Background: an optimization exercise with open tools, aiming at small area and a short achievable clock period. Do not read the settings as production practice. In this exercise RTL edits were held to simulation tests only and were not proved equivalent to the original. Power and IR drop assume default switching activity.

### flow/design.v
module multiply
  (
   input wire [15:0]  x,
   input wire [23:0]  d,    
   output wire [15:0] z0,
   output wire [15:0] z1,
   output wire        zg,
   output wire [7:0]  zl0,
   output wire [7:0]  zl1
   );
   wire [17:0] xs = {x[15], x, 1'b0};
   wire one0 = d[0], two0 = d[1], neg0 = d[2];
   wire [16:0] pp0 = (({17{one0}} & xs[17:1]) | ({17{two0}} & xs[16:0])) ^ {17{neg0}};
   wire one1 = d[3], two1 = d[4], neg1 = d[5];
   wire [16:0] pp1 = (({17{one1}} & xs[17:1]) | ({17{two1}} & xs[16:0])) ^ {17{neg1}};
   wire one2 = d[6], two2 = d[7], neg2 = d[8];
   wire [16:0] pp2 = (({17{one2}} & xs[17:1]) | ({17{two2}} & xs[16:0])) ^ {17{neg2}};
   wire one3 = d[9], two3 = d[10], neg3 = d[11];
   wire [16:0] pp3 = (({17{one3}} & xs[17:1]) | ({17{two3}} & xs[16:0])) ^ {17{neg3}};
   wire one4 = d[12], two4 = d[13], neg4 = d[14];
   wire [16:0] pp4 = (({17{one4}} & xs[17:1]) | ({17{two4}} & xs[16:0])) ^ {17{neg4}};
   wire one5 = d[15], two5 = d[16], neg5 = d[17];
   wire [16:0] pp5 = (({17{one5}} & xs[17:1]) | ({17{two5}} & xs[16:0])) ^ {17{neg5}};
   wire one6 = d[18], two6 = d[19], neg6 = d[20];
   wire [16:0] pp6 = (({17{one6}} & xs[17:1]) | ({17{two6}} & xs[16:0])) ^ {17{neg6}};
   wire one7 = d[21], two7 = d[22], neg7 = d[23];
   wire [16:0] pp7 = (({17{one7}} & xs[17:1]) | ({17{two7}} & xs[16:0])) ^ {17{neg7}};
   wire n0 = pp0[10] ^ pp1[8];
   wire n1 = pp0[10] & pp1[8];
   wire n2 = pp0[11] ^ pp1[9];
   wire n3 = pp0[11] & pp1[9];
   wire n4 = pp0[12] ^ pp1[10] ^ pp2[8];
   wire n5 = (pp0[12] & pp1[10]) | (pp0[12] & pp2[8]) | (pp1[10] & pp2[8]);
   wire n6 = pp3[6] ^ pp4[4];
   wire n7 = pp3[6] & pp4[4];
   wire n8 = pp0[13] ^ pp1[11] ^ pp2[9];
   wire n9 = (pp0[13] & pp1[11]) | (pp0[13] & pp2[9]) | (pp1[11] & pp2[9]);
   wire n10 = pp3[7] ^ pp4[5];
   wire n11 = pp3[7] & pp4[5];
   wire n12 = pp0[14] ^ pp1[12] ^ pp2[10];
   wire n13 = (pp0[14] & pp1[12]) | (pp0[14] & pp2[10]) | (pp1[12] & pp2[10]);
   wire n14 = pp3[8] ^ pp4[6] ^ pp5[4];
   wire n15 = (pp3[8] & pp4[6]) | (pp3[8] & pp5[4]) | (pp4[6] & pp5[4]);
   wire n16 = pp6[2] ^ pp7[0];
   wire n17 = pp6[2] & pp7[0];
   wire n18 = pp0[15] ^ pp1[13] ^ pp2[11];
   wire n19 = (pp0[15] & pp1[13]) | (pp0[15] & pp2[11]) | (pp1[13] & pp2[11]);
   wire n20 = pp3[9] ^ pp4[7] ^ pp5[5];
   wire n21 = (pp3[9] & pp4[7]) | (pp3[9] & pp5[5]) | (pp4[7] & pp5[5]);
   wire n22 = pp6[3] ^ pp7[1];
   wire n23 = pp6[3] & pp7[1];
   wire n24 = ~pp0[16] ^ pp1[14] ^ pp2[12];
   wire n25 = (~pp0[16] & pp1[14]) | (~pp0[16] & pp2[12]) | (pp1[14] & pp2[12]);
   wire n26 = pp3[10] ^ pp4[8] ^ pp5[6];
   wire n27 = (pp3[10] & pp4[8]) | (pp3[10] & pp5[6]) | (pp4[8] & pp5[6]);
   wire n28 = pp6[4] ^ pp7[2];
   wire n29 = pp6[4] & pp7[2];
   wire n30 = pp1[15] ^ pp2[13] ^ pp3[11];
   wire n31 = (pp1[15] & pp2[13]) | (pp1[15] & pp3[11]) | (pp2[13] & pp3[11]);
   wire n32 = pp4[9] ^ pp5[7] ^ pp6[5];
   wire n33 = (pp4[9] & pp5[7]) | (pp4[9] & pp6[5]) | (pp5[7] & pp6[5]);
   wire n34 = ~pp1[16] ^ pp2[14] ^ pp3[12];
   wire n35 = (~pp1[16] & pp2[14]) | (~pp1[16] & pp3[12]) | (pp2[14] & pp3[12]);
   wire n36 = pp4[10] ^ pp5[8];
   wire n37 = pp4[10] & pp5[8];
   wire n38 = pp2[15] ^ pp3[13] ^ pp4[11];
   wire n39 = (pp2[15] & pp3[13]) | (pp2[15] & pp4[11]) | (pp3[13] & pp4[11]);
   wire n40 = ~pp2[16] ^ pp3[14];
   wire n41 = ~pp2[16] & pp3[14];
   wire n42 = pp0[6] ^ pp1[4];
   wire n43 = pp0[6] & pp1[4];
   wire n44 = pp0[7] ^ pp1[5];
   wire n45 = pp0[7] & pp1[5];
   wire n46 = pp0[8] ^ pp1[6] ^ pp2[4];
   wire n47 = (pp0[8] & pp1[6]) | (pp0[8] & pp2[4]) | (pp1[6] & pp2[4]);
   wire n48 = pp3[2] ^ pp4[0];
   wire n49 = pp3[2] & pp4[0];
   wire n50 = pp0[9] ^ pp1[7] ^ pp2[5];
   wire n51 = (pp0[9] & pp1[7]) | (pp0[9] & pp2[5]) | (pp1[7] & pp2[5]);
   wire n52 = pp3[3] ^ pp4[1];
   wire n53 = pp3[3] & pp4[1];
   wire n54 = n0 ^ pp2[6] ^ pp3[4];
   wire n55 = (n0 & pp2[6]) | (n0 & pp3[4]) | (pp2[6] & pp3[4]);
   wire n56 = pp4[2] ^ pp5[0] ^ neg5;
   wire n57 = (pp4[2] & pp5[0]) | (pp4[2] & neg5) | (pp5[0] & neg5);
   wire n58 = n1 ^ n2 ^ pp2[7];
   wire n59 = (n1 & n2) | (n1 & pp2[7]) | (n2 & pp2[7]);
   wire n60 = pp3[5] ^ pp4[3] ^ pp5[1];
   wire n61 = (pp3[5] & pp4[3]) | (pp3[5] & pp5[1]) | (pp4[3] & pp5[1]);
   wire n62 = n3 ^ n4 ^ n6;
   wire n63 = (n3 & n4) | (n3 & n6) | (n4 & n6);
   wire n64 = pp5[2] ^ pp6[0] ^ neg6;
   wire n65 = (pp5[2] & pp6[0]) | (pp5[2] & neg6) | (pp6[0] & neg6);
   wire n66 = n5 ^ n7 ^ n8;
   wire n67 = (n5 & n7) | (n5 & n8) | (n7 & n8);
   wire n68 = n10 ^ pp5[3] ^ pp6[1];
   wire n69 = (n10 & pp5[3]) | (n10 & pp6[1]) | (pp5[3] & pp6[1]);
   wire n70 = n9 ^ n11 ^ n12;
   wire n71 = (n9 & n11) | (n9 & n12) | (n11 & n12);
   wire n72 = n14 ^ n16 ^ neg7;
   wire n73 = (n14 & n16) | (n14 & neg7) | (n16 & neg7);
   wire n74 = n13 ^ n15 ^ n17;
   wire n75 = (n13 & n15) | (n13 & n17) | (n15 & n17);
   wire n76 = n18 ^ n20 ^ n22;
   wire n77 = (n18 & n20) | (n18 & n22) | (n20 & n22);
   wire n78 = n19 ^ n21 ^ n23;
   wire n79 = (n19 & n21) | (n19 & n23) | (n21 & n23);
   wire n80 = n24 ^ n26 ^ n28;
   wire n81 = (n24 & n26) | (n24 & n28) | (n26 & n28);
   wire n82 = n25 ^ n27 ^ n29;
   wire n83 = (n25 & n27) | (n25 & n29) | (n27 & n29);
   wire n84 = n30 ^ n32 ^ pp7[3];
   wire n85 = (n30 & n32) | (n30 & pp7[3]) | (n32 & pp7[3]);
   wire n86 = n31 ^ n33 ^ n34;
   wire n87 = (n31 & n33) | (n31 & n34) | (n33 & n34);
   wire n88 = n36 ^ pp6[6] ^ pp7[4];
   wire n89 = (n36 & pp6[6]) | (n36 & pp7[4]) | (pp6[6] & pp7[4]);
   wire n90 = n35 ^ n37 ^ n38;
   wire n91 = (n35 & n37) | (n35 & n38) | (n37 & n38);
   wire n92 = pp5[9] ^ pp6[7] ^ pp7[5];
   wire n93 = (pp5[9] & pp6[7]) | (pp5[9] & pp7[5]) | (pp6[7] & pp7[5]);
   wire n94 = n39 ^ n40 ^ pp4[12];
   wire n95 = (n39 & n40) | (n39 & pp4[12]) | (n40 & pp4[12]);
   wire n96 = pp5[10] ^ pp6[8] ^ pp7[6];
   wire n97 = (pp5[10] & pp6[8]) | (pp5[10] & pp7[6]) | (pp6[8] & pp7[6]);
   wire n98 = n41 ^ pp3[15] ^ pp4[13];
   wire n99 = (n41 & pp3[15]) | (n41 & pp4[13]) | (pp3[15] & pp4[13]);
   wire n100 = pp5[11] ^ pp6[9] ^ pp7[7];
   wire n101 = (pp5[11] & pp6[9]) | (pp5[11] & pp7[7]) | (pp6[9] & pp7[7]);
   wire n102 = ~pp3[16] ^ pp4[14] ^ pp5[12];
   wire n103 = (~pp3[16] & pp4[14]) | (~pp3[16] & pp5[12]) | (pp4[14] & pp5[12]);
   wire n104 = pp6[10] ^ pp7[8];
   wire n105 = pp6[10] & pp7[8];
   wire n106 = pp4[15] ^ pp5[13] ^ pp6[11];
   wire n107 = (pp4[15] & pp5[13]) | (pp4[15] & pp6[11]) | (pp5[13] & pp6[11]);
   wire n108 = ~pp4[16] ^ pp5[14];
   wire n109 = ~pp4[16] & pp5[14];
   wire n110 = pp0[4] ^ pp1[2];
   wire n111 = pp0[4] & pp1[2];
   wire n112 = pp0[5] ^ pp1[3];
   wire n113 = pp0[5] & pp1[3];
   wire n114 = n42 ^ pp2[2] ^ pp3[0];
   wire n115 = (n42 & pp2[2]) | (n42 & pp3[0]) | (pp2[2] & pp3[0]);
   wire n116 = n43 ^ n44 ^ pp2[3];
   wire n117 = (n43 & n44) | (n43 & pp2[3]) | (n44 & pp2[3]);
   wire n118 = n45 ^ n46 ^ n48;
   wire n119 = (n45 & n46) | (n45 & n48) | (n46 & n48);
   wire n120 = n47 ^ n49 ^ n50;
   wire n121 = (n47 & n49) | (n47 & n50) | (n49 & n50);
   wire n122 = n51 ^ n53 ^ n54;
   wire n123 = (n51 & n53) | (n51 & n54) | (n53 & n54);
   wire n124 = n55 ^ n57 ^ n58;
   wire n125 = (n55 & n57) | (n55 & n58) | (n57 & n58);
   wire n126 = n59 ^ n61 ^ n62;
   wire n127 = (n59 & n61) | (n59 & n62) | (n61 & n62);
   wire n128 = n63 ^ n65 ^ n66;
   wire n129 = (n63 & n65) | (n63 & n66) | (n65 & n66);
   wire n130 = n67 ^ n69 ^ n70;
   wire n131 = (n67 & n69) | (n67 & n70) | (n69 & n70);
   wire n132 = n71 ^ n73 ^ n74;
   wire n133 = (n71 & n73) | (n71 & n74) | (n73 & n74);
   wire n134 = n75 ^ n77 ^ n78;
   wire n135 = (n75 & n77) | (n75 & n78) | (n77 & n78);
   wire n136 = n79 ^ n81 ^ n82;
   wire n137 = (n79 & n81) | (n79 & n82) | (n81 & n82);
   wire n138 = n83 ^ n85 ^ n86;
   wire n139 = (n83 & n85) | (n83 & n86) | (n85 & n86);
   wire n140 = n87 ^ n89 ^ n90;
   wire n141 = (n87 & n89) | (n87 & n90) | (n89 & n90);
   wire n142 = n91 ^ n93 ^ n94;
   wire n143 = (n91 & n93) | (n91 & n94) | (n93 & n94);
   wire n144 = n95 ^ n97 ^ n98;
   wire n145 = (n95 & n97) | (n95 & n98) | (n97 & n98);
   wire n146 = n99 ^ n101 ^ n102;
   wire n147 = (n99 & n101) | (n99 & n102) | (n101 & n102);
   wire n148 = n103 ^ n105 ^ n106;
   wire n149 = (n103 & n105) | (n103 & n106) | (n105 & n106);
   wire n150 = n107 ^ n108 ^ pp6[12];
   wire n151 = (n107 & n108) | (n107 & pp6[12]) | (n108 & pp6[12]);
   wire n152 = n109 ^ pp5[15] ^ pp6[13];
   wire n153 = (n109 & pp5[15]) | (n109 & pp6[13]) | (pp5[15] & pp6[13]);
   wire n154 = ~pp5[16] ^ pp6[14];
   wire n155 = ~pp5[16] & pp6[14];
   wire n156 = pp0[2] ^ pp1[0];
   wire n157 = pp0[2] & pp1[0];
   wire n158 = pp0[3] ^ pp1[1];
   wire n159 = pp0[3] & pp1[1];
   wire n160 = n110 ^ pp2[0] ^ neg2;
   wire n161 = (n110 & pp2[0]) | (n110 & neg2) | (pp2[0] & neg2);
   wire n162 = n111 ^ n112 ^ pp2[1];
   wire n163 = (n111 & n112) | (n111 & pp2[1]) | (n112 & pp2[1]);
   wire n164 = n113 ^ n114 ^ neg3;
   wire n165 = (n113 & n114) | (n113 & neg3) | (n114 & neg3);
   wire n166 = n115 ^ n116 ^ pp3[1];
   wire n167 = (n115 & n116) | (n115 & pp3[1]) | (n116 & pp3[1]);
   wire n168 = n117 ^ n118 ^ neg4;
   wire n169 = (n117 & n118) | (n117 & neg4) | (n118 & neg4);
   wire n170 = n119 ^ n120 ^ n52;
   wire n171 = (n119 & n120) | (n119 & n52) | (n120 & n52);
   wire n172 = n121 ^ n122 ^ n56;
   wire n173 = (n121 & n122) | (n121 & n56) | (n122 & n56);
   wire n174 = n123 ^ n124 ^ n60;
   wire n175 = (n123 & n124) | (n123 & n60) | (n124 & n60);
   wire n176 = n125 ^ n126 ^ n64;
   wire n177 = (n125 & n126) | (n125 & n64) | (n126 & n64);
   wire n178 = n127 ^ n128 ^ n68;
   wire n179 = (n127 & n128) | (n127 & n68) | (n128 & n68);
   wire n180 = n129 ^ n130 ^ n72;
   wire n181 = (n129 & n130) | (n129 & n72) | (n130 & n72);
   wire n182 = n131 ^ n132 ^ n76;
   wire n183 = (n131 & n132) | (n131 & n76) | (n132 & n76);
   wire n184 = n133 ^ n134 ^ n80;
   wire n185 = (n133 & n134) | (n133 & n80) | (n134 & n80);
   wire n186 = n135 ^ n136 ^ n84;
   wire n187 = (n135 & n136) | (n135 & n84) | (n136 & n84);
   wire n188 = n137 ^ n138 ^ n88;
   wire n189 = (n137 & n138) | (n137 & n88) | (n138 & n88);
   wire n190 = n139 ^ n140 ^ n92;
   wire n191 = (n139 & n140) | (n139 & n92) | (n140 & n92);
   wire n192 = n141 ^ n142 ^ n96;
   wire n193 = (n141 & n142) | (n141 & n96) | (n142 & n96);
   wire n194 = n143 ^ n144 ^ n100;
   wire n195 = (n143 & n144) | (n143 & n100) | (n144 & n100);
   wire n196 = n145 ^ n146 ^ n104;
   wire n197 = (n145 & n146) | (n145 & n104) | (n146 & n104);
   wire n198 = n147 ^ n148 ^ pp7[9];
   wire n199 = (n147 & n148) | (n147 & pp7[9]) | (n148 & pp7[9]);
   wire n200 = n149 ^ n150 ^ pp7[10];
   wire n201 = (n149 & n150) | (n149 & pp7[10]) | (n150 & pp7[10]);
   wire n202 = n151 ^ n152 ^ pp7[11];
   wire n203 = (n151 & n152) | (n151 & pp7[11]) | (n152 & pp7[11]);
   wire n204 = n153 ^ n154 ^ pp7[12];
   wire n205 = (n153 & n154) | (n153 & pp7[12]) | (n154 & pp7[12]);
   wire n206 = n155 ^ pp6[15] ^ pp7[13];
   wire n207 = (n155 & pp6[15]) | (n155 & pp7[13]) | (pp6[15] & pp7[13]);
   wire n208 = ~pp6[16] ^ pp7[14];
   wire n209 = ~pp6[16] & pp7[14];
   wire n210 = pp0[0] & neg0;
   wire n211 = pp0[0] | neg0;
   wire n212 = n156 & neg1;
   wire n213 = n156 | neg1;
   wire n214 = n157 & n158;
   wire n215 = n157 | n158;
   wire n216 = n159 & n160;
   wire n217 = n159 | n160;
   wire n218 = n161 & n162;
   wire n219 = n161 | n162;
   wire n220 = n163 & n164;
   wire n221 = n163 | n164;
   wire n222 = n213 & pp0[1];
   wire n223 = n212 | (n222 & n210);
   wire n224 = n222 & n211;
   wire n225 = n216 | (n217 & n214);
   wire n226 = n217 & n215;
   wire n227 = n220 | (n221 & n218);
   wire n228 = n221 & n219;
   wire n229 = n227 | (n228 & n225);
   wire n230 = n228 & n226;
   wire n231 = n229 | (n230 & n223);
   wire n232 = n230 & n224;
   assign zg = n231;
   assign zl0 = {n179, n177, n175, n173, n171, n169, n167, n165};
   assign zl1 = {n180, n178, n176, n174, n172, n170, n168, n166};
   assign z0 = {~pp7[16], n209, n207, n205, n203, n201, n199, n197, n195, n193, n191, n189, n187, n185, n183, n181};
   assign z1 = {1'b0, pp7[15], n208, n206, n204, n202, n200, n198, n196, n194, n192, n190, n188, n186, n184, n182};
endmodule
module recode
  (
   input wire [15:0]  y,
   output wire [23:0] d
   );
   wire [16:0] yy = {y, 1'b0};
   genvar j;
   generate
      for (j = 0; j < 8; j = j + 1) begin: dig
         wire b2 = yy[2*j+2], b1 = yy[2*j+1], b0 = yy[2*j];
         assign d[3*j]   = b1 ^ b0;
         assign d[3*j+1] = (b2 & ~b1 & ~b0) | (~b2 & b1 & b0);
         assign d[3*j+2] = b2 & ~(b1 & b0);
      end
   endgenerate
endmodule
module summult
  (
   input wire         clk,
   input wire         first,
   input wire [15:0]  a0,
   input wire [15:0]  a1,
   input wire         ag,
   input wire [7:0]  al0,
   input wire [7:0]  al1,
   input wire [15:0]  b0,
   input wire [15:0]  b1,
   input wire         bg,
   input wire [7:0]  bl0,
   input wire [7:0]  bl1,
   output reg [15:0]  sum
   );
   reg [15:0] acc0, acc1;
   wire [15:0] q0 = first ? 16'hAAB0 : acc0;
   wire [15:0] q1 = first ? 16'h0000 : acc1;
   wire s0 = al0[0] & al1[0];
   wire s1 = al0[0] | al1[0];
   wire s2 = al0[1] & al1[1];
   wire s3 = al0[1] | al1[1];
   wire s4 = al0[2] & al1[2];
   wire s5 = al0[2] | al1[2];
   wire s6 = al0[3] & al1[3];
   wire s7 = al0[3] | al1[3];
   wire s8 = al0[4] & al1[4];
   wire s9 = al0[4] | al1[4];
   wire s10 = al0[5] & al1[5];
   wire s11 = al0[5] | al1[5];
   wire s12 = al0[6] & al1[6];
   wire s13 = al0[6] | al1[6];
   wire s14 = al0[7] & al1[7];
   wire s15 = al0[7] | al1[7];
   wire s16 = s0 | (s1 & ag);
   wire s17 = s4 | (s5 & s2);
   wire s18 = s5 & s3;
   wire s19 = s17 | (s18 & s16);
   wire s20 = s8 | (s9 & s6);
   wire s21 = s9 & s7;
   wire s22 = s14 | (s15 & s12);
   wire s23 = s15 & s13;
   wire s24 = s22 | (s23 & s10);
   wire s25 = s23 & s11;
   wire s26 = s24 | (s25 & s20);
   wire s27 = s25 & s21;
   wire s28 = s26 | (s27 & s19);
   wire s29 = bl0[0] & bl1[0];
   wire s30 = bl0[0] | bl1[0];
   wire s31 = bl0[1] & bl1[1];
   wire s32 = bl0[1] | bl1[1];
   wire s33 = bl0[2] & bl1[2];
   wire s34 = bl0[2] | bl1[2];
   wire s35 = bl0[3] & bl1[3];
   wire s36 = bl0[3] | bl1[3];
   wire s37 = bl0[4] & bl1[4];
   wire s38 = bl0[4] | bl1[4];
   wire s39 = bl0[5] & bl1[5];
   wire s40 = bl0[5] | bl1[5];
   wire s41 = bl0[6] & bl1[6];
   wire s42 = bl0[6] | bl1[6];
   wire s43 = bl0[7] & bl1[7];
   wire s44 = bl0[7] | bl1[7];
   wire s45 = s29 | (s30 & bg);
   wire s46 = s33 | (s34 & s31);
   wire s47 = s34 & s32;
   wire s48 = s46 | (s47 & s45);
   wire s49 = s37 | (s38 & s35);
   wire s50 = s38 & s36;
   wire s51 = s43 | (s44 & s41);
   wire s52 = s44 & s42;
   wire s53 = s51 | (s52 & s39);
   wire s54 = s52 & s40;
   wire s55 = s53 | (s54 & s49);
   wire s56 = s54 & s50;
   wire s57 = s55 | (s56 & s48);
   wire s58 = q0[0] ^ q1[0] ^ a0[0];
   wire s59 = (q0[0] & q1[0]) | (q0[0] & a0[0]) | (q1[0] & a0[0]);
   wire s60 = q0[1] ^ q1[1];
   wire s61 = q0[1] & q1[1];
   wire s62 = q0[2] ^ q1[2];
   wire s63 = q0[2] & q1[2];
   wire s64 = q0[3] ^ q1[3];
   wire s65 = q0[3] & q1[3];
   wire s66 = q0[4] ^ q1[4];
   wire s67 = q0[4] & q1[4];
   wire s68 = q0[5] ^ q1[5];
   wire s69 = q0[5] & q1[5];
   wire s70 = q0[6] ^ q1[6];
   wire s71 = q0[6] & q1[6];
   wire s72 = q0[7] ^ q1[7];
   wire s73 = q0[7] & q1[7];
   wire s74 = q0[8] ^ q1[8];
   wire s75 = q0[8] & q1[8];
   wire s76 = q0[9] ^ q1[9];
   wire s77 = q0[9] & q1[9];
   wire s78 = q0[10] ^ q1[10];
   wire s79 = q0[10] & q1[10];
   wire s80 = q0[11] ^ q1[11];
   wire s81 = q0[11] & q1[11];
   wire s82 = q0[12] ^ q1[12];
   wire s83 = q0[12] & q1[12];
   wire s84 = q0[13] ^ q1[13];
   wire s85 = q0[13] & q1[13];
   wire s86 = q0[14] ^ q1[14];
   wire s87 = q0[14] & q1[14];
   wire s88 = q0[15] ^ q1[15];
   wire s89 = q0[15] & q1[15];
   wire s90 = s58 ^ a1[0] ^ b0[0];
   wire s91 = (s58 & a1[0]) | (s58 & b0[0]) | (a1[0] & b0[0]);
   wire s92 = s59 ^ s60 ^ a0[1];
   wire s93 = (s59 & s60) | (s59 & a0[1]) | (s60 & a0[1]);
   wire s94 = a1[1] ^ b0[1];
   wire s95 = a1[1] & b0[1];
   wire s96 = s61 ^ s62 ^ a0[2];
   wire s97 = (s61 & s62) | (s61 & a0[2]) | (s62 & a0[2]);
   wire s98 = a1[2] ^ b0[2] ^ b1[2];
   wire s99 = (a1[2] & b0[2]) | (a1[2] & b1[2]) | (b0[2] & b1[2]);
   wire s100 = s63 ^ s64 ^ a0[3];
   wire s101 = (s63 & s64) | (s63 & a0[3]) | (s64 & a0[3]);
   wire s102 = a1[3] ^ b0[3] ^ b1[3];
   wire s103 = (a1[3] & b0[3]) | (a1[3] & b1[3]) | (b0[3] & b1[3]);
   wire s104 = s65 ^ s66 ^ a0[4];
   wire s105 = (s65 & s66) | (s65 & a0[4]) | (s66 & a0[4]);
   wire s106 = a1[4] ^ b0[4] ^ b1[4];
   wire s107 = (a1[4] & b0[4]) | (a1[4] & b1[4]) | (b0[4] & b1[4]);
   wire s108 = s67 ^ s68 ^ a0[5];
   wire s109 = (s67 & s68) | (s67 & a0[5]) | (s68 & a0[5]);
   wire s110 = a1[5] ^ b0[5] ^ b1[5];
   wire s111 = (a1[5] & b0[5]) | (a1[5] & b1[5]) | (b0[5] & b1[5]);
   wire s112 = s69 ^ s70 ^ a0[6];
   wire s113 = (s69 & s70) | (s69 & a0[6]) | (s70 & a0[6]);
   wire s114 = a1[6] ^ b0[6] ^ b1[6];
   wire s115 = (a1[6] & b0[6]) | (a1[6] & b1[6]) | (b0[6] & b1[6]);
   wire s116 = s71 ^ s72 ^ a0[7];
   wire s117 = (s71 & s72) | (s71 & a0[7]) | (s72 & a0[7]);
   wire s118 = a1[7] ^ b0[7] ^ b1[7];
   wire s119 = (a1[7] & b0[7]) | (a1[7] & b1[7]) | (b0[7] & b1[7]);
   wire s120 = s73 ^ s74 ^ a0[8];
   wire s121 = (s73 & s74) | (s73 & a0[8]) | (s74 & a0[8]);
   wire s122 = a1[8] ^ b0[8] ^ b1[8];
   wire s123 = (a1[8] & b0[8]) | (a1[8] & b1[8]) | (b0[8] & b1[8]);
   wire s124 = s75 ^ s76 ^ a0[9];
   wire s125 = (s75 & s76) | (s75 & a0[9]) | (s76 & a0[9]);
   wire s126 = a1[9] ^ b0[9] ^ b1[9];
   wire s127 = (a1[9] & b0[9]) | (a1[9] & b1[9]) | (b0[9] & b1[9]);
   wire s128 = s77 ^ s78 ^ a0[10];
   wire s129 = (s77 & s78) | (s77 & a0[10]) | (s78 & a0[10]);
   wire s130 = a1[10] ^ b0[10] ^ b1[10];
   wire s131 = (a1[10] & b0[10]) | (a1[10] & b1[10]) | (b0[10] & b1[10]);
   wire s132 = s79 ^ s80 ^ a0[11];
   wire s133 = (s79 & s80) | (s79 & a0[11]) | (s80 & a0[11]);
   wire s134 = a1[11] ^ b0[11] ^ b1[11];
   wire s135 = (a1[11] & b0[11]) | (a1[11] & b1[11]) | (b0[11] & b1[11]);
   wire s136 = s81 ^ s82 ^ a0[12];
   wire s137 = (s81 & s82) | (s81 & a0[12]) | (s82 & a0[12]);
   wire s138 = a1[12] ^ b0[12] ^ b1[12];
   wire s139 = (a1[12] & b0[12]) | (a1[12] & b1[12]) | (b0[12] & b1[12]);
   wire s140 = s83 ^ s84 ^ a0[13];
   wire s141 = (s83 & s84) | (s83 & a0[13]) | (s84 & a0[13]);
   wire s142 = a1[13] ^ b0[13] ^ b1[13];
   wire s143 = (a1[13] & b0[13]) | (a1[13] & b1[13]) | (b0[13] & b1[13]);
   wire s144 = s85 ^ s86 ^ a0[14];
   wire s145 = (s85 & s86) | (s85 & a0[14]) | (s86 & a0[14]);
   wire s146 = a1[14] ^ b0[14] ^ b1[14];
   wire s147 = (a1[14] & b0[14]) | (a1[14] & b1[14]) | (b0[14] & b1[14]);
   wire s148 = s87 ^ s88 ^ a0[15];
   wire s149 = (s87 & s88) | (s87 & a0[15]) | (s88 & a0[15]);
   wire s150 = a1[15] ^ b0[15] ^ b1[15];
   wire s151 = (a1[15] & b0[15]) | (a1[15] & b1[15]) | (b0[15] & b1[15]);
   wire s152 = s90 ^ b1[0];
   wire s153 = s90 & b1[0];
   wire s154 = s91 ^ s92 ^ s94;
   wire s155 = (s91 & s92) | (s91 & s94) | (s92 & s94);
   wire s156 = s93 ^ s95 ^ s96;
   wire s157 = (s93 & s95) | (s93 & s96) | (s95 & s96);
   wire s158 = s97 ^ s99 ^ s100;
   wire s159 = (s97 & s99) | (s97 & s100) | (s99 & s100);
   wire s160 = s101 ^ s103 ^ s104;
   wire s161 = (s101 & s103) | (s101 & s104) | (s103 & s104);
   wire s162 = s105 ^ s107 ^ s108;
   wire s163 = (s105 & s107) | (s105 & s108) | (s107 & s108);
   wire s164 = s109 ^ s111 ^ s112;
   wire s165 = (s109 & s111) | (s109 & s112) | (s111 & s112);
   wire s166 = s113 ^ s115 ^ s116;
   wire s167 = (s113 & s115) | (s113 & s116) | (s115 & s116);
   wire s168 = s117 ^ s119 ^ s120;
   wire s169 = (s117 & s119) | (s117 & s120) | (s119 & s120);
   wire s170 = s121 ^ s123 ^ s124;
   wire s171 = (s121 & s123) | (s121 & s124) | (s123 & s124);
   wire s172 = s125 ^ s127 ^ s128;
   wire s173 = (s125 & s127) | (s125 & s128) | (s127 & s128);
   wire s174 = s129 ^ s131 ^ s132;
   wire s175 = (s129 & s131) | (s129 & s132) | (s131 & s132);
   wire s176 = s133 ^ s135 ^ s136;
   wire s177 = (s133 & s135) | (s133 & s136) | (s135 & s136);
   wire s178 = s137 ^ s139 ^ s140;
   wire s179 = (s137 & s139) | (s137 & s140) | (s139 & s140);
   wire s180 = s141 ^ s143 ^ s144;
   wire s181 = (s141 & s143) | (s141 & s144) | (s143 & s144);
   wire s182 = s145 ^ s147 ^ s148;
   wire s183 = (s145 & s147) | (s145 & s148) | (s147 & s148);
   wire s184 = s152 ^ s28;
   wire s185 = s152 & s28;
   wire s186 = s153 ^ s154 ^ b1[1];
   wire s187 = (s153 & s154) | (s153 & b1[1]) | (s154 & b1[1]);
   wire s188 = s155 ^ s156 ^ s98;
   wire s189 = (s155 & s156) | (s155 & s98) | (s156 & s98);
   wire s190 = s157 ^ s158 ^ s102;
   wire s191 = (s157 & s158) | (s157 & s102) | (s158 & s102);
   wire s192 = s159 ^ s160 ^ s106;
   wire s193 = (s159 & s160) | (s159 & s106) | (s160 & s106);
   wire s194 = s161 ^ s162 ^ s110;
   wire s195 = (s161 & s162) | (s161 & s110) | (s162 & s110);
   wire s196 = s163 ^ s164 ^ s114;
   wire s197 = (s163 & s164) | (s163 & s114) | (s164 & s114);
   wire s198 = s165 ^ s166 ^ s118;
   wire s199 = (s165 & s166) | (s165 & s118) | (s166 & s118);
   wire s200 = s167 ^ s168 ^ s122;
   wire s201 = (s167 & s168) | (s167 & s122) | (s168 & s122);
   wire s202 = s169 ^ s170 ^ s126;
   wire s203 = (s169 & s170) | (s169 & s126) | (s170 & s126);
   wire s204 = s171 ^ s172 ^ s130;
   wire s205 = (s171 & s172) | (s171 & s130) | (s172 & s130);
   wire s206 = s173 ^ s174 ^ s134;
   wire s207 = (s173 & s174) | (s173 & s134) | (s174 & s134);
   wire s208 = s175 ^ s176 ^ s138;
   wire s209 = (s175 & s176) | (s175 & s138) | (s176 & s138);
   wire s210 = s177 ^ s178 ^ s142;
   wire s211 = (s177 & s178) | (s177 & s142) | (s178 & s142);
   wire s212 = s179 ^ s180 ^ s146;
   wire s213 = (s179 & s180) | (s179 & s146) | (s180 & s146);
   wire s214 = s181 ^ s182 ^ s150;
   wire s215 = (s181 & s182) | (s181 & s150) | (s182 & s150);
   wire [15:0] r0 = {s213, s211, s209, s207, s205, s203, s201, s199, s197, s195, s193, s191, s189, s187, s185, s184};
   wire [15:0] r1 = {s214, s212, s210, s208, s206, s204, s202, s200, s198, s196, s194, s192, s190, s188, s186, s57};
   always @(posedge clk) begin
      acc0 <= r0;
      acc1 <= r1;
      sum <= acc0 + acc1;
   end
endmodule
module filter
  #(
    parameter WIDTH = 32,
    parameter MWIDTH = 1,
    parameter FLTLEN = 8,
    parameter ID = 123
    )
   (
    input wire                   clk,
    input wire                   rst_n,
    input wire [WIDTH-1:0]       in_data,
    input wire                   in_nd,
    input wire [MWIDTH-1:0]      in_m,
    input wire [32-1:0]  in_msg,
    input wire                   in_msg_nd,
    output wire [WIDTH-1:0]      out_data,
    output wire                  out_nd,
    output wire [MWIDTH-1:0]     out_m,
    output wire                  error
    );
   integer j;
   reg [1:0] g;
   always @(posedge clk)
     if (!rst_n)
       g <= 2'd0;
     else
       g <= g + 2'd1;
   wire last = (g == 2'd3);
   reg [2:0]   which_pos;
   reg         setting_taps;
   reg         tap_set_error;
   assign error = tap_set_error;
   wire hdr    = in_msg[32-1];
   wire our_id = (in_msg[16:7] == ID);
   always @(posedge clk)
     if (!rst_n) begin
        setting_taps <= 1'b0;
        tap_set_error <= 1'b0;
     end else if (in_msg_nd) begin
        if (hdr) begin
           if (setting_taps)
             tap_set_error <= 1'b1;
           if (our_id) begin
              which_pos <= 3'd0;
              setting_taps <= 1'b1;
           end
        end else if (setting_taps) begin
           if (which_pos == 3'd7) begin
              which_pos <= 3'd0;
              setting_taps <= 1'b0;
           end else
             which_pos <= which_pos + 3'd1;
        end
     end
   reg [15:0]  tr [0:7];
   reg [7:0]   tv;
   wire [2:0]  wslot = which_pos - {g, 1'b0} - 3'd2;
   wire        twr = in_msg_nd & setting_taps;
   reg [15:0]  tr_d [0:7];
   reg [7:0]   tv_d;
   always @* begin
      for (j = 0; j < 8; j = j + 1) begin
         tr_d[j] = (twr && wslot == j) ? in_msg[15:0] : tr[(j+2)%8];
         tv_d[j] = rst_n & ((twr && wslot == j) | tv[(j+2)%8]);
      end
   end
   always @(posedge clk)
     for (j = 0; j < 8; j = j + 1)
       tr[j] <= tr_d[j];
   always @(posedge clk)
     tv <= tv_d;
   reg [31:0]  inbuf;
   reg         mbuf;
   reg         pending;
   always @(posedge clk)
     if (in_nd) begin
        inbuf <= in_data;
        mbuf <= in_m;
     end
   always @(posedge clk)
     if (!rst_n)
       pending <= 1'b0;
     else
       pending <= in_nd | (pending & ~last);
   wire ins = pending & last;
   reg [31:0]  hr [0:7];
   reg [7:0]   hv;
   always @(posedge clk)
     if (ins) begin
        hr[0] <= inbuf;
        for (j = 1; j < 8; j = j + 1)
          hr[j] <= hr[(j+1)%8];
     end else
       for (j = 0; j < 8; j = j + 1)
         hr[j] <= hr[(j+2)%8];
   wire [7:0]  hv_d = !rst_n ? 8'd0 :
                      ins ? ({hv[0], hv[7:1]} | 8'd1) : {hv[1:0], hv[7:2]};
   always @(posedge clk)
     hv <= hv_d;
   reg [6:0]   q;
   always @(posedge clk)
     if (!rst_n)
       q <= 7'd0;
     else
       q <= {q[5:0], ins};
   assign out_nd = q[6];
   reg mframe, mout;
   always @(posedge clk)
     if (last) begin
        mout <= mframe;
        if (pending)
          mframe <= mbuf;
     end
   assign out_m = mout;
   wire [15:0] ta_d = tr[2] & {16{tv[2] & hv_d[0]}};
   wire [15:0] tb_d = tr[3] & {16{tv[3] & hv_d[1]}};
   wire [23:0] da_d, db_d;
   recode rca (.y(ta_d), .d(da_d));
   recode rcb (.y(tb_d), .d(db_d));
   reg [23:0]  da, db;
   always @(posedge clk) begin
      da <= da_d;
      db <= db_d;
   end
   localparam K = 6;             
   localparam W = 14 - K;
   wire [15:0]  ra0, ra1, rb0, rb1, ia0, ia1, ib0, ib1;
   wire         rag, rbg, iag, ibg;
   wire [W-1:0] ral0, ral1, rbl0, rbl1, ial0, ial1, ibl0, ibl1;
   multiply mra (.x(hr[0][31:16]), .d(da), .z0(ra0), .z1(ra1), .zg(rag), .zl0(ral0), .zl1(ral1));
   multiply mrb (.x(hr[1][31:16]), .d(db), .z0(rb0), .z1(rb1), .zg(rbg), .zl0(rbl0), .zl1(rbl1));
   multiply mia (.x(hr[0][15:0]),  .d(da), .z0(ia0), .z1(ia1), .zg(iag), .zl0(ial0), .zl1(ial1));
   multiply mib (.x(hr[1][15:0]),  .d(db), .z0(ib0), .z1(ib1), .zg(ibg), .zl0(ibl0), .zl1(ibl1));
   reg [15:0]  pra0, pra1, prb0, prb1, pia0, pia1, pib0, pib1;
   reg         prag, prbg, piag, pibg;
   reg [W-1:0] pral0, pral1, prbl0, prbl1, pial0, pial1, pibl0, pibl1;
   always @(posedge clk) begin
      pra0 <= ra0; pra1 <= ra1; prag <= rag; pral0 <= ral0; pral1 <= ral1;
      prb0 <= rb0; prb1 <= rb1; prbg <= rbg; prbl0 <= rbl0; prbl1 <= rbl1;
      pia0 <= ia0; pia1 <= ia1; piag <= iag; pial0 <= ial0; pial1 <= ial1;
      pib0 <= ib0; pib1 <= ib1; pibg <= ibg; pibl0 <= ibl0; pibl1 <= ibl1;
   end
   wire [15:0] acc_re, acc_im;
   summult sre (.clk(clk), .first(q[1]),
                .a0(pra0), .a1(pra1), .ag(prag), .al0(pral0), .al1(pral1),
                .b0(prb0), .b1(prb1), .bg(prbg), .bl0(prbl0), .bl1(prbl1),
                .sum(acc_re));
   summult sim (.clk(clk), .first(q[1]),
                .a0(pia0), .a1(pia1), .ag(piag), .al0(pial0), .al1(pial1),
                .b0(pib0), .b1(pib1), .bg(pibg), .bl0(pibl0), .bl1(pibl1),
                .sum(acc_im));
   assign out_data = {acc_re, acc_im};
endmodule
### flow/flow/run.sh
#!/bin/bash
# The standard layout with two changes in how it is made:
#  - after the standard synthesis, flow/fapol.py chooses the polarity of each
#    full-adder cell so that fewer inverters are needed (registers and their
#    names are untouched; the netlist computes the same function);
#  - timing repair aims past the 10 ns constraint, and the ports are buffered
#    with buf_2 cells.
# Each step's output goes to a log file of its own here (and ORFS's own logs
# stay under orfs/logs/).
set -euo pipefail
R=orfs/results/sky130hd/filter/base
bash standard.sh synth > make_synth.log 2>&1
cp $R/1_2_yosys.v $R/1_2_yosys_std.v
python3 flow/fapol.py $R/1_2_yosys_std.v $R/1_2_yosys.v > fapol.log 2>&1
rm -f $R/1_synth.odb
bash standard.sh SETUP_SLACK_MARGIN=6.8 "BUFFER_PORTS_ARGS=-buffer_cell sky130_fd_sc_hd__buf_2" finish > make_finish.log 2>&1
### flow/flow/fapol.py
#!/usr/bin/env python3
"""Full-adder polarity clean-up on a Yosys gate netlist (sky130hd).

A full adder is self-dual: FA(~a, ~b, ~c) = (~sum, ~cout). Yosys's
extract_fa leaves many inverters between full adders. This pass chooses,
for each fa cell, whether it computes its true or its complemented outputs
(by taking the complements of all three inputs), so that fewer inverters are
needed, and writes the netlist back with the inverters that the choice needs.
Registers and all other cells are kept as they are, with their names; every
net that is kept carries the same function as before.

Usage: fapol.py IN.v OUT.v
"""
import re, sys
from collections import defaultdict

INV = {"sky130_fd_sc_hd__inv_1", "sky130_fd_sc_hd__inv_2"}
FA = "sky130_fd_sc_hd__fa_1"
OUTPINS = {"X", "Y", "Q", "Q_N", "SUM", "COUT", "HI", "LO"}

cell_re = re.compile(r'^[ \t]*(sky130_fd_sc_hd__\w+)\s+(\S+)\s*\((.*?)\);[ \t]*\n', re.S | re.M)
pin_re = re.compile(r'\.(\w+)\(\s*(.*?)\s*\)\s*(?:,|$)', re.S)


def main(inp, outp):
    txt = open(inp).read()
    cells = []
    for m in cell_re.finditer(txt):
        typ, name, body = m.group(1), m.group(2), m.group(3)
        pins = {}
        for pm in pin_re.finditer(body.strip()):
            pins[pm.group(1)] = pm.group(2).strip()
        cells.append({"typ": typ, "name": name, "pins": pins, "span": m.span()})
    rest = cell_re.sub("", txt)
    if re.search(r'\bassign\b', rest):
        raise SystemExit("fapol: netlist has assign statements; not handled")
    if len(re.findall(r'\bmodule\b', txt)) != 1:
        raise SystemExit("fapol: expected exactly one module")
    hdr = re.search(r'module\s+\S+\s*\((.*?)\);', txt, re.S)
    ports = set(p.strip() for p in hdr.group(1).split(','))

    def is_port(n):
        return n.split('[')[0].strip() in ports

    # the cells must sit together, with nothing else between them
    body_start = cells[0]["span"][0]
    body_end = cells[-1]["span"][1]
    between = txt[body_start:body_end]
    if cell_re.sub("", between).strip():
        raise SystemExit("fapol: unexpected text between cells")

    driver = {}
    for i, c in enumerate(cells):
        for p, n in c["pins"].items():
            if n and p in OUTPINS:
                if n in driver:
                    raise SystemExit(f"fapol: net {n} has two drivers")
                driver[n] = (i, p)

    # removable inverters: out net -> in net
    inv_of = {}
    for i, c in enumerate(cells):
        if c["typ"] in INV and not is_port(c["pins"]["Y"]):
            c["removable"] = True
            inv_of[c["pins"]["Y"]] = c["pins"]["A"]

    def base(n):
        pol = 0
        while n in inv_of:
            n = inv_of[n]
            pol ^= 1
        return n, pol

    fas = [i for i, c in enumerate(cells) if c["typ"] == FA
           and not any(is_port(c["pins"][p]) for p in ("SUM", "COUT"))]
    fa_set = set(fas)
    flip = defaultdict(int)

    # consumers of each base signal: (polarity wanted, cell index)
    req = defaultdict(list)
    for i, c in enumerate(cells):
        if c.get("removable"):
            continue
        for p, n in c["pins"].items():
            if p in OUTPINS or not n:
                continue
            b, pol = base(n)
            req[b].append((pol, i))

    def prod(b):
        d = driver.get(b)
        return flip[d[0]] if d is not None and d[0] in fa_set else 0

    def cost_of(b):
        pp = prod(b)
        for pol, i in req.get(b, []):
            if pol ^ flip[i] != pp:
                return 1
        return 0

    def fa_signals(i):
        c = cells[i]
        return {base(c["pins"][p])[0] for p in ("A", "B", "CIN")} | \
               {c["pins"][p] for p in ("SUM", "COUT")}

    allb = set(req) | set(driver)
    before = sum(cost_of(b) for b in allb)
    for _ in range(30):
        improved = False
        for i in fas:
            sig = fa_signals(i)
            c0 = sum(cost_of(b) for b in sig)
            flip[i] ^= 1
            if sum(cost_of(b) for b in sig) < c0:
                improved = True
            else:
                flip[i] ^= 1
        if not improved:
            break
    after = sum(cost_of(b) for b in allb)
    nflip = sum(flip[i] for i in fas)
    print(f"fapol: inverters {before} -> {after}; {nflip} of {len(fas)} fa cells complemented",
          file=sys.stderr)
    if outp is None:
        return

    # net names: polarity 0 of b keeps the name b; polarity 1 reuses the
    # name of an old inverter output of b if there is one
    inv_names = defaultdict(list)
    for n in inv_of:
        b, pol = base(n)
        if pol == 1:
            inv_names[b].append(n)
    wires = []
    cnt = [0]

    def fresh():
        cnt[0] += 1
        n = f"_fapol{cnt[0]}_"
        wires.append(n)
        return n

    names = {}

    def name_for(b, pol):
        if (b, pol) not in names:
            if pol == 0:
                names[(b, pol)] = b
            elif inv_names[b]:
                names[(b, pol)] = inv_names[b][0]
            else:
                names[(b, pol)] = fresh()
        return names[(b, pol)]

    made = set()
    newcells = []

    def net_at(b, want):
        pp = prod(b)
        if want != pp and (b, want) not in made:
            made.add((b, want))
            cnt[0] += 1
            newcells.append(("sky130_fd_sc_hd__inv_1", f"_fapolinv{cnt[0]}_",
                             {"A": name_for(b, pp), "Y": name_for(b, want)}))
        return name_for(b, want)

    out_cells = []
    for i, c in enumerate(cells):
        if c.get("removable"):
            continue
        f = flip[i]
        pins = {}
        for p, n in c["pins"].items():
            if not n:
                pins[p] = n
            elif p in OUTPINS:
                pins[p] = name_for(n, f)
            else:
                b, pol = base(n)
                pins[p] = net_at(b, pol ^ f)
        out_cells.append((c["typ"], c["name"], pins))

    head = txt[:body_start]
    tail = txt[body_end:]
    decl = "".join(f"  wire {w};\n" for w in wires)
    lines = []
    for typ, name, pins in out_cells + newcells:
        ps = ",\n".join(f"    .{p}({n} )" for p, n in pins.items())
        lines.append(f"  {typ} {name} (\n{ps}\n  );\n")
    open(outp, "w").write(head + decl + "".join(lines) + tail)


if __name__ == "__main__":
    main(sys.argv[1], sys.argv[2] if len(sys.argv) > 2 else None)
### flow/standard.sh
#!/bin/bash
# synth_recipe.tcl (not shown) runs the flow's synth.tcl, then flattens the netlist and writes it again
# the make line also repeats each setting of config.mk as NAME=value (left out here)
make -C /OpenROAD-flow-scripts/flow DESIGN_CONFIG=/design/flow/config.mk WORK_HOME=/design/flow/orfs CLKGATE_MAP_FILE= SYNTH_SCRIPT=/design/flow/synth_recipe.tcl "${@:-finish}"
### flow/config.mk
export PLATFORM = sky130hd
export DESIGN_NAME = filter
export DESIGN_NICKNAME = filter
export VERILOG_FILES = /design/flow/design.v
export SDC_FILE = /design/flow/constraint.sdc
export NUM_CORES = 4
export LEC_CHECK = 0
export CAP_MARGIN = 20
export CORE_MARGIN = 2
export CORE_UTILIZATION = 40
export CTS_BUF_LIST = sky130_fd_sc_hd__clkbuf_8 sky130_fd_sc_hd__clkbuf_16
export CTS_CLUSTER_DIAMETER = 100
export CTS_CLUSTER_SIZE = 20
export SLEW_MARGIN = 20
### flow/constraint.sdc
create_clock -name core_clock -period 10.0 [get_ports {clk}]
set_input_delay 2.0000 -clock core_clock [delete_from_list [all_inputs] [get_ports {clk}]]
set_output_delay 2.0000 -clock core_clock [all_outputs]
set_load 0.01 [all_outputs]
==> qor.yml, run 1 <==
clocking:
  tritoncts: "built"
  cts_root_buf: "clkbuf_16"
  h-tree-depth: 2
  tritoncts.num_buffers: 48
  clkSlewWorstSetupHoldPaths_ps: 90
  clock_sinks: 786
  clk_latency_ps: 650
  clockBufferDepth: 3
hold_path:
  min-delay-start: "hr[6][26]"
  hold-path-endpoint: "hr[5][26]"
  hp-class: "flop to flop"
  whs_path_depth: 2
placement:
  place_congestion: 0.842
  io_buffers: 89
  dp_hpwl_um: 76200
  pre_cts_ws_ps: 6070
pwr:
  clkPwrFrac: 0.276
  p_sw_frac: 0.300
  p_comb_frac: 0.206
  seqPwrFrac: 0.518
  p_leak_uw: 0.0217
  irDropWorstVdd_v: 0.000116
  powerDensity_mw_per_mm2: 148
  intPower_uw: 5160
  switchingPower_uw: 2210
floorplanning:
  ios: 104
  die_w_um: 340
  start_util: 0.403
  fp.dieH_um: 340
  rows: 123
  coreArea_mm2: 0.112
  die_area_mm2: 0.116
setup_path:
  crit_fanout: 1
  ff2ff_path_depth: 6
  r2r-end: "prb1[4]"
  crit_path_end_kind: "output port"
  path_class: "flop to output port"
  cp.arrival_ps: 1180
  worst-r2r-setup-slack_ps: 6840
  required_ps: 8000
  path_cells: "buf_6"
  cp-start-kind: "flop"
  cpPeakStageDelay_ps: 410
  crit_buf_inv: 1
  r2r-start: "db[14]"
  critPathTopFamily: "flip-flops"
  crit_path_top_delay_cell: "edfxtp_1"
global_routing:
  antenna_found_initial: 5
  grt_max_degree: 92
  grtUsageTotal: 0.202
  grt_pass1_vias: 31306
  overflow: 0
  grt_pass1_wl_um: 185000
timing:
  timing.final.ws_setup_ps: 6820
  slew_headroom: 0.366
  drv_slew: 0
  finalSetupTns_ps: 0
  finalHoldViolations: 0
  fin_crit_sh: 0.318
  fmax_ghz: 0.315
  worst_pin_slew_ps: 951
  period_minus_slack_ps: 3180
  rsz0062_at_grt: "true"
  clock-skew-final_ps: 32.1
  setup_viol: 0
detailed_routing:
  via_per_inst: 5.33
  drt_drc_violations_left: 0
  postRouteAntennaNets: 0
  routed_wl_um: 121000
  firstDrtPassIters: 6
  drt_iter0_drc: 2915
  wl_per_cell_um: 20.7
  num_vias: 31101
synth:
  syn_nets: 5106
  synth_area_per_cell_um2: 10.2
  syn_area_mm2: 0.0452
  synth_warnings: 8
  postSynthCellCount: 4431
cells_and_area:
  drive_above_1_share: 0.124
  nNetsFinal: 4993
  n_antenna_cell: 0
  area_growth_pct: 9.93
flow_run:
  drv_cap: 0
status:
  run_status: "timing/DRC/antenna clean"
-- per-layer routing --
layer	global-route usage	vias to the layer above	routed length, um
li1	-	14319	-
met1	0.285	15284	54400
met2	0.313	1249	52200
met3	0.0362	241	9910
met4	0.0680	8	4420
met5	0	-	48
-- metrics by stage --
stage	util	instances	total power, uW	area [um2]	hold slack [ps]
global placement	0.416	5716	5360	46800	405
finish	0.442	5837	7360	49700	421
detailed placement	0.416	5716	5400	46800	406
floorplan	-	4431	4930	45300	400
CTS	0.434	5802	7450	48800	422
global route	0.442	5837	7840	49700	437
-- how the worst max path moves through the flow --
stage | start | end | slack, ps | depth (start not counted)
2_1_floorplan | in_msg_nd | tr[3][0] | 6720 | 4
3_3_place_gp | g[0] | da[23] | 6090 | 7
3_5_place_dp | g[0] | da[23] | 6070 | 7
4_1_cts | mout | out_m[0] | 6770 | 1
5_1_grt | mout | out_m[0] | 6750 | 1
6_report | mout | out_m[0] | 6820 | 1
-- flip-flops by register name, indices dropped and copies added, names as in the netlist, 15 cells and up --
| signal | flops |
|---|---|
| pia1 | 15 |
| sre.acc0 | 16 |
| pib1 | 15 |
| sim.sum | 16 |
| pia0 | 16 |
| sim.acc0 | 16 |
| db | 24 |
| prb0 | 16 |
| da | 24 |
| prb1 | 15 |
| pib0 | 16 |
| sim.acc1 | 16 |
| inbuf | 32 |
| hr | 256 |
| tr | 128 |
| sre.sum | 16 |
| sre.acc1 | 16 |
| pra0 | 16 |
| pra1 | 15 |
-- power groups by stage --
stage / clock network [uW] / registers [uW] / logic [uW]
3_3_place_gp: 0 / 3870 / 1490
2_1_floorplan: 0 / 3770 / 1160
4_1_cts: 2110 / 3810 / 1530
5_1_grt: 2220 / 3860 / 1760
6_report: 2030 / 3810 / 1520
3_5_place_dp: 0 / 3880 / 1520
-- cell usage in the layout (no fill, tap or decap), types with 5 or more instances in the layout --
cell,n
nand2_1,859
mux2i_1,10
o21a_1,10
buf_6,22
maj3_2,20
nor3b_1,5
a21oi_1,44
and3_1,33
dfxtp_2,21
nand3_1,11
ha_1,165
fa_1,439
inv_6,5
dfxtp_4,46
a21boi_0,14
edfxtp_1,38
nand2b_1,7
buf_8,8
buf_12,28
xor2_1,162
maj3_1,6
o21ai_0,51
or2_2,13
mux2_2,130
nor3_1,12
and2_1,8
clkbuf_16,61
a22oi_2,6
dfxtp_1,681
xnor2_1,408
inv_1,146
nor2_1,80
buf_4,55
nor2b_1,68
a21o_1,6
buf_2,88
buf_16,7
a22oi_1,474
-- what timing repair did --
item / 4_1_cts / 5_1_grt
buffers inserted: 15 / 21
endpoints found under the setup margin: 158 / 95
gates resized for setup: 97 / 132
pin swaps: 0 / 17
hold buffers: 0 / 0
gates cloned: 2 / 14
-- cell type report --
| class | count | area [um2] |
|---|---|---|
| clock buffer | 49 | 1210 |
| clock inverter | 20 | 188 |
| multi-input combinational | 3116 | 27200 |
| sequential | 786 | 16300 |
| tap | 1500 | 1880 |
| fill | 10674 | 62600 |
| inverter | 141 | 553 |
| timing repair buffer | 224 | 2360 |
| timing repair inverter | 1 | 8.76 |
==> run 2, diff against run 1 <==
--- a/flow/flow/run.sh
+++ b/flow/flow/run.sh
@@ -15,2 +15,2 @@
 rm -f $R/1_synth.odb
-bash standard.sh SETUP_SLACK_MARGIN=6.8 "BUFFER_PORTS_ARGS=-buffer_cell sky130_fd_sc_hd__buf_2" finish > make_finish.log 2>&1
+bash standard.sh SETUP_SLACK_MARGIN=6.7 "BUFFER_PORTS_ARGS=-buffer_cell sky130_fd_sc_hd__buf_2" finish > make_finish.log 2>&1
--- a/flow/config.mk
+++ b/flow/config.mk
@@ -13,2 +13,3 @@
 export CTS_CLUSTER_SIZE = 20
+export GPL_ROUTABILITY_DRIVEN = 0
 export SLEW_MARGIN = 20
==> run 2 against run 1 <==
Net effect:
- synthesized cell count did not move
- register-to-register slack got worse by 60 ps
- sequential share of layout area rose by 0.41 points
- non-clock buffer count fell by 37
- still clean
- power rose by 0.23%
- worst hold slack got worse by 2.5 ps
- cell area fell by 1.7%
==> qor.yml, run 2 <==
global_routing:
  grtUsageTotal: 0.199  # -0.00320
  grt_pass1_vias: 31030  # -0.88%
  grt_pass1_wl_um: 182000  # -1.5%
  antenna_found_initial: 7  # +2
  overflow: 0  # unchanged
  grt_max_degree: 186  # +100%
timing:
  finalSetupTns_ps: 0  # unchanged
  drv_slew: 0  # unchanged
  clock-skew-final_ps: 33.2  # +1.18 ps
  rsz0062_at_grt: "false"
  worst_pin_slew_ps: 1010  # +60.9 ps
  slew_headroom: 0.325  # -0.0406
  timing.final.ws_setup_ps: 6780  # -43.1 ps
  setup_viol: 0  # unchanged
  period_minus_slack_ps: 3220  # +43.1 ps
  fmax_ghz: 0.310  # -1.3%
  fin_crit_sh: 0.322  # +0.00431
  finalHoldViolations: 0  # unchanged
setup_path:
  cpPeakStageDelay_ps: 580  # +170 ps
  cp-start-kind: "flop"
  path_class: "flop to flop"
  crit_fanout: 34  # +33
  worst-r2r-setup-slack_ps: 6780  # -60 ps
  critPathMostFrequentCell: "fa_1"
  required_ps: 10530  # +2530 ps
  cp.arrival_ps: 3750  # +2570 ps
  crit_path_end_kind: "flop"
  r2r-end: "prb1[4]"
  ff2ff_path_depth: 7  # +1
  path_cells: "buf_6 -> a22oi_1 -> xnor2_1 -> fa_1 -> fa_1 -> fa_1 -> fa_1"
  r2r-start: "db[12]"
  crit_path_top_delay_cell: "fa_1"
synth:
  syn_area_mm2: 0.0452  # unchanged
  syn_nets: 5106  # unchanged
  synth_warnings: 8  # unchanged
  synth_area_per_cell_um2: 10.2  # unchanged
  postSynthCellCount: 4431  # unchanged
floorplanning:
  coreArea_mm2: 0.112  # unchanged
  die_w_um: 340  # unchanged
  die_area_mm2: 0.116  # unchanged
  start_util: 0.403  # unchanged
  ios: 104  # unchanged
  rows: 123  # unchanged
  fp.dieH_um: 340  # unchanged
detailed_routing:
  via_per_inst: 5.30  # -0.55%
  num_vias: 30755  # -1.1%
  firstDrtPassIters: 6  # unchanged
  postRouteAntennaNets: 0  # unchanged
  drt_drc_violations_left: 0  # unchanged
  routed_wl_um: 116000  # -3.8%
  wl_per_cell_um: 20.1  # -3.3%
  drt_iter0_drc: 2675  # -8.2%
clocking:
  h-tree-depth: 2  # unchanged
  clk_latency_ps: 670  # +20 ps
  clockBufferDepth: 3  # unchanged
  cts_root_buf: "clkbuf_16"
  tritoncts.num_buffers: 49  # +2.1%
  clkSlewWorstSetupHoldPaths_ps: 90  # about the same
  tritoncts: "built"
  hold_buffers: 0  # unchanged
  clock_sinks: 786  # unchanged
placement:
  io_buffers: 89  # unchanged
  dp_hpwl_um: 75800  # -0.51%
  post_dp_cell_area_mm2: 0.0468  # about the same
  pre_cts_ws_ps: 6180  # +117 ps
cells_and_area:
  area_growth_pct: 8.05
  num-fill-cells: 10759  # +0.80%
  largest_register_ff_count: 256  # unchanged
  top_register: "hr"
  utilization: 0.435  # -0.00756
  biggestRegsByFlops: "hr (256), tr (128), inbuf (32)"
  drive_above_1_share: 0.112  # -0.0116
  final_common_cell: "nand2_1"
  final_cell_mix: "859 x nand2_1, 690 x dfxtp_1, 480 x a22oi_1, 438 x fa_1, 408 x xnor2_1"
  nNetsFinal: 4955  # -0.76%
  design_area_mm2: 0.0489  # -1.7%
hold_path:
  whs_path_depth: 2  # unchanged
  hp-class: "flop to flop"
  hold-path-endpoint: "hr[5][4]"
  min-delay-start: "hr[6][4]"
pwr:
  irDropWorstVdd_v: 0.000134  # +16%
  p_leak_uw: 0.0213  # -1.5%
  powerDensity_mw_per_mm2: 151  # +2.0%
status:
  run_status: "timing/DRC/antenna clean"
flow_run:
  drv_cap: 0  # unchanged
==> run 2: cell count changes in the layout (fill, tap and decap cells not counted), moves of 3 or more <==
| cell | before | now |
|---|---|---|
| a22oi_1 | 474 | 480 |
| a22oi_2 | 6 | 0 |
| buf_12 | 28 | 13 |
| buf_16 | 7 | 2 |
| buf_4 | 55 | 51 |
| buf_8 | 8 | 5 |
| clkbuf_16 | 61 | 53 |
| clkinv_8 | 1 | 4 |
| dfxtp_1 | 681 | 690 |
| dfxtp_2 | 21 | 39 |
| dfxtp_4 | 46 | 19 |
| inv_6 | 5 | 0 |
==> run 2: power breakdown <==
group	internal, uW	leakage (uW)	switching [uW]
registers	3550	0.00650	275
clock network	930	0.000749	1140
logic	677	0.0141	813
total	5160	0.0213	2220
==> run 2: final cells by class <==
| class | count | area [um2] | share of cell area |
|---|---|---|---|
| sequential | 786 | 16200 | 0.332 |
| tap | 1500 | 1880 | 0.0384 |
| antenna | 1 | 2.50 | 0.0000512 |
| multi-input combinational | 3115 | 27100 | 0.555 |
| clock buffer | 51 | 1250 | 0.0257 |
| clock inverter | 23 | 221 | 0.00453 |
| inverter | 141 | 553 | 0.0113 |
| timing repair buffer | 187 | 1590 | 0.0325 |
==> run 2: worst max-delay path by stage <==
stage	start	endpoint	slack, ps	cells past startpoint
4_1_cts	da[18]	pra1[3]	6700	8
3_5_place_dp	da[11]	pra1[2]	6180	8
6_report	db[12]	prb1[4]	6780	7
3_3_place_gp	db[11]	prb1[1]	6220	8
5_1_grt	da[13]	pra1[4]	6700	7
2_1_floorplan	db[8]	pibl1[5]	6700	8
==> run 2: timing repair <==
item	CTS	global route
buffers inserted	7	3
setup endpoints to repair	83	145
pin swaps	0	3
gates resized for setup	66	84
gates cloned	0	3
==> run 2: metrics by stage <==
step / power (uW) / hold slack [ps] / std cells
after floorplan: 4920 / 400 / 4431
after global placement: 5360 / 402 / 5716
after detailed placement: 5390 / 406 / 5716
after CTS: 7480 / 412 / 5797
after global routing: 7860 / 438 / 5803
final: 7380 / 418 / 5804
==> run 2: worst max-delay path, delay by kind of cell, from the launching register on <==
family	cells	cell delay [ps]
flops	1	350
xor+xnor	1	170
buf+inv	1	330
fa+ha+maj	4	2090
compound gates	1	140
==> run 2: routing by layer <==
layer | global-route usage | wire [um] | vias up
met5 | 0 | 81 | -
li1 | - | - | 14231
met1 | 0.284 | 53500 | 15053
met4 | 0.0696 | 4280 | 12
met3 | 0.0318 | 8540 | 256
met2 | 0.305 | 50000 | 1203
==> run 3, diff against run 2 <==
--- a/flow/config.mk
+++ b/flow/config.mk
@@ -7,2 +7,3 @@
 export LEC_CHECK = 0
+export ABC_AREA = 1
 export CAP_MARGIN = 20
@@ -13,3 +14,2 @@
 export CTS_CLUSTER_SIZE = 20
-export GPL_ROUTABILITY_DRIVEN = 0
 export SLEW_MARGIN = 20
==> run 3 against run 2 <==
Net effect:
- largest power group unchanged
- still clean on timing, DRC and antenna
- critical path type unchanged
- first-iteration DRC count is 31% higher
- die area is 0.42% higher
- power is 16% higher
- critical path depth rose by 1
- cell area grew 5.4%
- combinational power grew about 60%
- worst setup slack lost 45 ps
==> qor.yml, run 3 <==
status:
  run_status: "timing/DRC/antenna clean"
detailed_routing:
  drt_drc_violations_left: 0  # unchanged
  firstDrtPassIters: 6  # unchanged
  num_vias: 34200  # +11%
  drt_iter0_drc: 3504  # +31%
  routed_wl_um: 127000  # +9.2%
  postRouteAntennaNets: 0  # unchanged
  wl_per_cell_um: 19.1  # -4.7%
  via_per_inst: 5.14  # -3.0%
timing:
  rsz0062_at_grt: "true"
  slew_headroom: 0.318  # -0.00682
  drv_slew: 0  # unchanged
  worst_pin_slew_ps: 1020  # +10.2 ps
  finalHoldViolations: 0  # unchanged
  fmax_ghz: 0.306  # -1.4%
  finalSetupTns_ps: 0  # unchanged
  period_minus_slack_ps: 3270  # +44.9 ps
  fin_crit_sh: 0.327  # +0.00449
  clock-skew-final_ps: 51.9  # +18.6 ps
  timing.final.ws_setup_ps: 6730  # -44.9 ps
  setup_viol: 0  # unchanged
clocking:
  tritoncts.num_buffers: 49  # unchanged
  clk_latency_ps: 670  # about the same
  hold_buffers: 0  # unchanged
  clock_sinks: 786  # unchanged
  cts_root_buf: "clkbuf_16"
  clkSlewWorstSetupHoldPaths_ps: 90  # about the same
  clockBufferDepth: 3  # unchanged
  tritoncts: "built"
  h-tree-depth: 2  # unchanged
setup_path:
  crit_fanout: 22  # -35%
  cp-start-kind: "flop"
  cpPeakStageDelay_ps: 600  # +20 ps
  required_ps: 10510  # -20 ps
  path_class: "flop to flop"
  cp.arrival_ps: 3780  # +30 ps
  path_cells: "clkinvlp_4 -> buf_12 -> o22ai_4 -> xor2_2 -> fa_1 -> fa_1 -> fa_1 -> fa_2"
  critPathMostFrequentCell: "fa_1"
  crit_path_end_kind: "flop"
  crit_path_top_delay_cell: "fa_1"
floorplanning:
  start_util: 0.404  # +0.00115
  die_w_um: 341  # +0.21%
  rows: 123  # unchanged
  coreArea_mm2: 0.112  # +0.14%
  ios: 104  # unchanged
  die_area_mm2: 0.116  # +0.42%
  fp.dieH_um: 341  # +0.21%
cells_and_area:
  final_cell_mix: "1,129 x nand2_1, 679 x dfxtp_1, 517 x xor2_1, 431 x fa_1, 429 x o22ai_1"
  seqCellArea_mm2: 0.0163  # +0.50%
  top_register: "hr"
  area_growth_pct: 13.4
  nNetsFinal: 5806  # +17%
  drive_above_1_share: 0.143  # +0.0307
  num-fill-cells: 10565  # -1.8%
  largest_register_ff_count: 256  # unchanged
  multi_input_area_mm2: 0.0265  # -2.3%
  final_common_cell: "nand2_1"
  biggestRegsByFlops: "hr (256), tr (128), inbuf (32)"
global_routing:
  grtUsageTotal: 0.213  # +0.0139
  grt_pass1_wl_um: 194000  # +6.1%
  grt_pass1_vias: 33315  # +7.4%
  grt_use_met1: 0.288  # +0.00375
  antenna_found_initial: 3  # -4
  grt.busiest_layer: "met2"
  gr-usage-met3: 0.0451  # +0.0133
  overflow: 0  # unchanged
  met2_usage: 0.316  # +0.0109
  grt_max_degree: 159  # -15%
synth:
  syn_nets: 5654  # +11%
  synth_warnings: 8  # unchanged
  synth_area_per_cell_um2: 9.12  # -11%
  syn_area_mm2: 0.0454  # +0.42%
  postSynthCellCount: 4979  # +12%
pwr:
  p_leak_uw: 0.0254  # +19%
  powerDensity_mw_per_mm2: 166  # +10%
  irDropWorstVdd_v: 0.000118  # -12%
placement:
  dp_hpwl_um: 84500  # +11%
  pre_cts_ws_ps: 5930  # -258 ps
  io_buffers: 89  # unchanged
  place_congestion: 0.922
hold_path:
  hp-class: "flop to flop"
flow_run:
  drv_cap: 0  # unchanged
run 3: layout make-up:
type                            count  area share
Tap cell                         1500      0.0364
Timing Repair Buffer              381      0.0578
Antenna cell                        1   0.0000486
Sequential cell                   786       0.317
Multi-Input combinational cell   3406       0.515
Clock inverter                     21     0.00427
Clock buffer                       53      0.0253
Inverter                          488      0.0422
Timing Repair inverter             19     0.00253
run 3: worst paths after layout:
path	from	endpoint	slack, ps	cells after the start
worst max-delay path	da[9]	pia1[5]	6730	8
worst min-delay path	q[0]	q[1]	410	2
worst max register to register	da[9]	pia1[5]	6730	8
worst min register to register	q[0]	q[1]	410	2
run 3: metrics by stage:
step                      instance area, um2   util  power (uW)  std cells  hold WS [ps]
after floorplan                        45400      -        5550       4979           390
after global placement                 46700  0.415        6260       6308           394
after detailed placement               46700  0.415        6290       6308           404
after CTS                              50200  0.446        8570       6563           419
after global routing                   51500  0.458        9140       6654           434
final                                  51500  0.458        8570       6655           415
run 3: per-layer routing:
layer,routed length [um],part of all wire
met1,54300,0.43
met2,53700,0.42
met3,11700,0.092
met4,7470,0.059
met5,13,0.00010
run 3: report_power, final:
group	switching, uW	internal [uW]
clock network	1120	1010
logic	1490	896
registers	350	3710
total	2960	5610
run 3: worst max-delay path: cells and delay by family (launching register included):
| kind | cells | cell delay (ps) |
|---|---|---|
| fa+ha+maj | 4 | 2030 |
| xor+xnor | 1 | 110 |
| compound gates | 1 | 210 |
| flops | 1 | 420 |
| buf+inv | 2 | 310 |
run 3: timing repair:
item                       in CTS  in global routing
resized for setup             219                142
gates cloned                   19                  5
setup endpoints to repair     222                119
pin swaps                       6                 66
setup buffers                 162                 86

[re-timing with driven ports]
Ports are ideal in the flow. The routed layouts listed here were re-timed in OpenROAD.
Step 1 (the two cells are an assumption about what drives the block):
set clk [get_ports {clk}]
set_driving_cell -lib_cell sky130_fd_sc_hd__clkbuf_16 $clk
set_driving_cell -lib_cell sky130_fd_sc_hd__buf_2 [delete_from_list [all_inputs] $clk]
Step 2 also shifts input and output timing later by t, the mid clock arrival at the registers, as if the neighbouring blocks saw the same clock.
Slacks: ideal / step 1 / step 2; pairs: ideal / step 1.
run	shift t [ns]	slack for setup (ns)	worst setup path at the end	worst slew at a driven data input, ns	cell pins on the clock port's net
run 1	0.710	6.821 / 6.748 / 6.268	input to register	0.07	1
run 2	0.726	6.778 / 6.720 / 6.312	input to register	0.06	1
run 3	0.720	6.733 / 6.733 / 6.238	input to register	0.04	1
After both steps setup and hold are still met in every run listed. For run 1, which loses most, drivers alone change the setup slack by -0.073 ns; drivers and shift together by -0.553 ns.
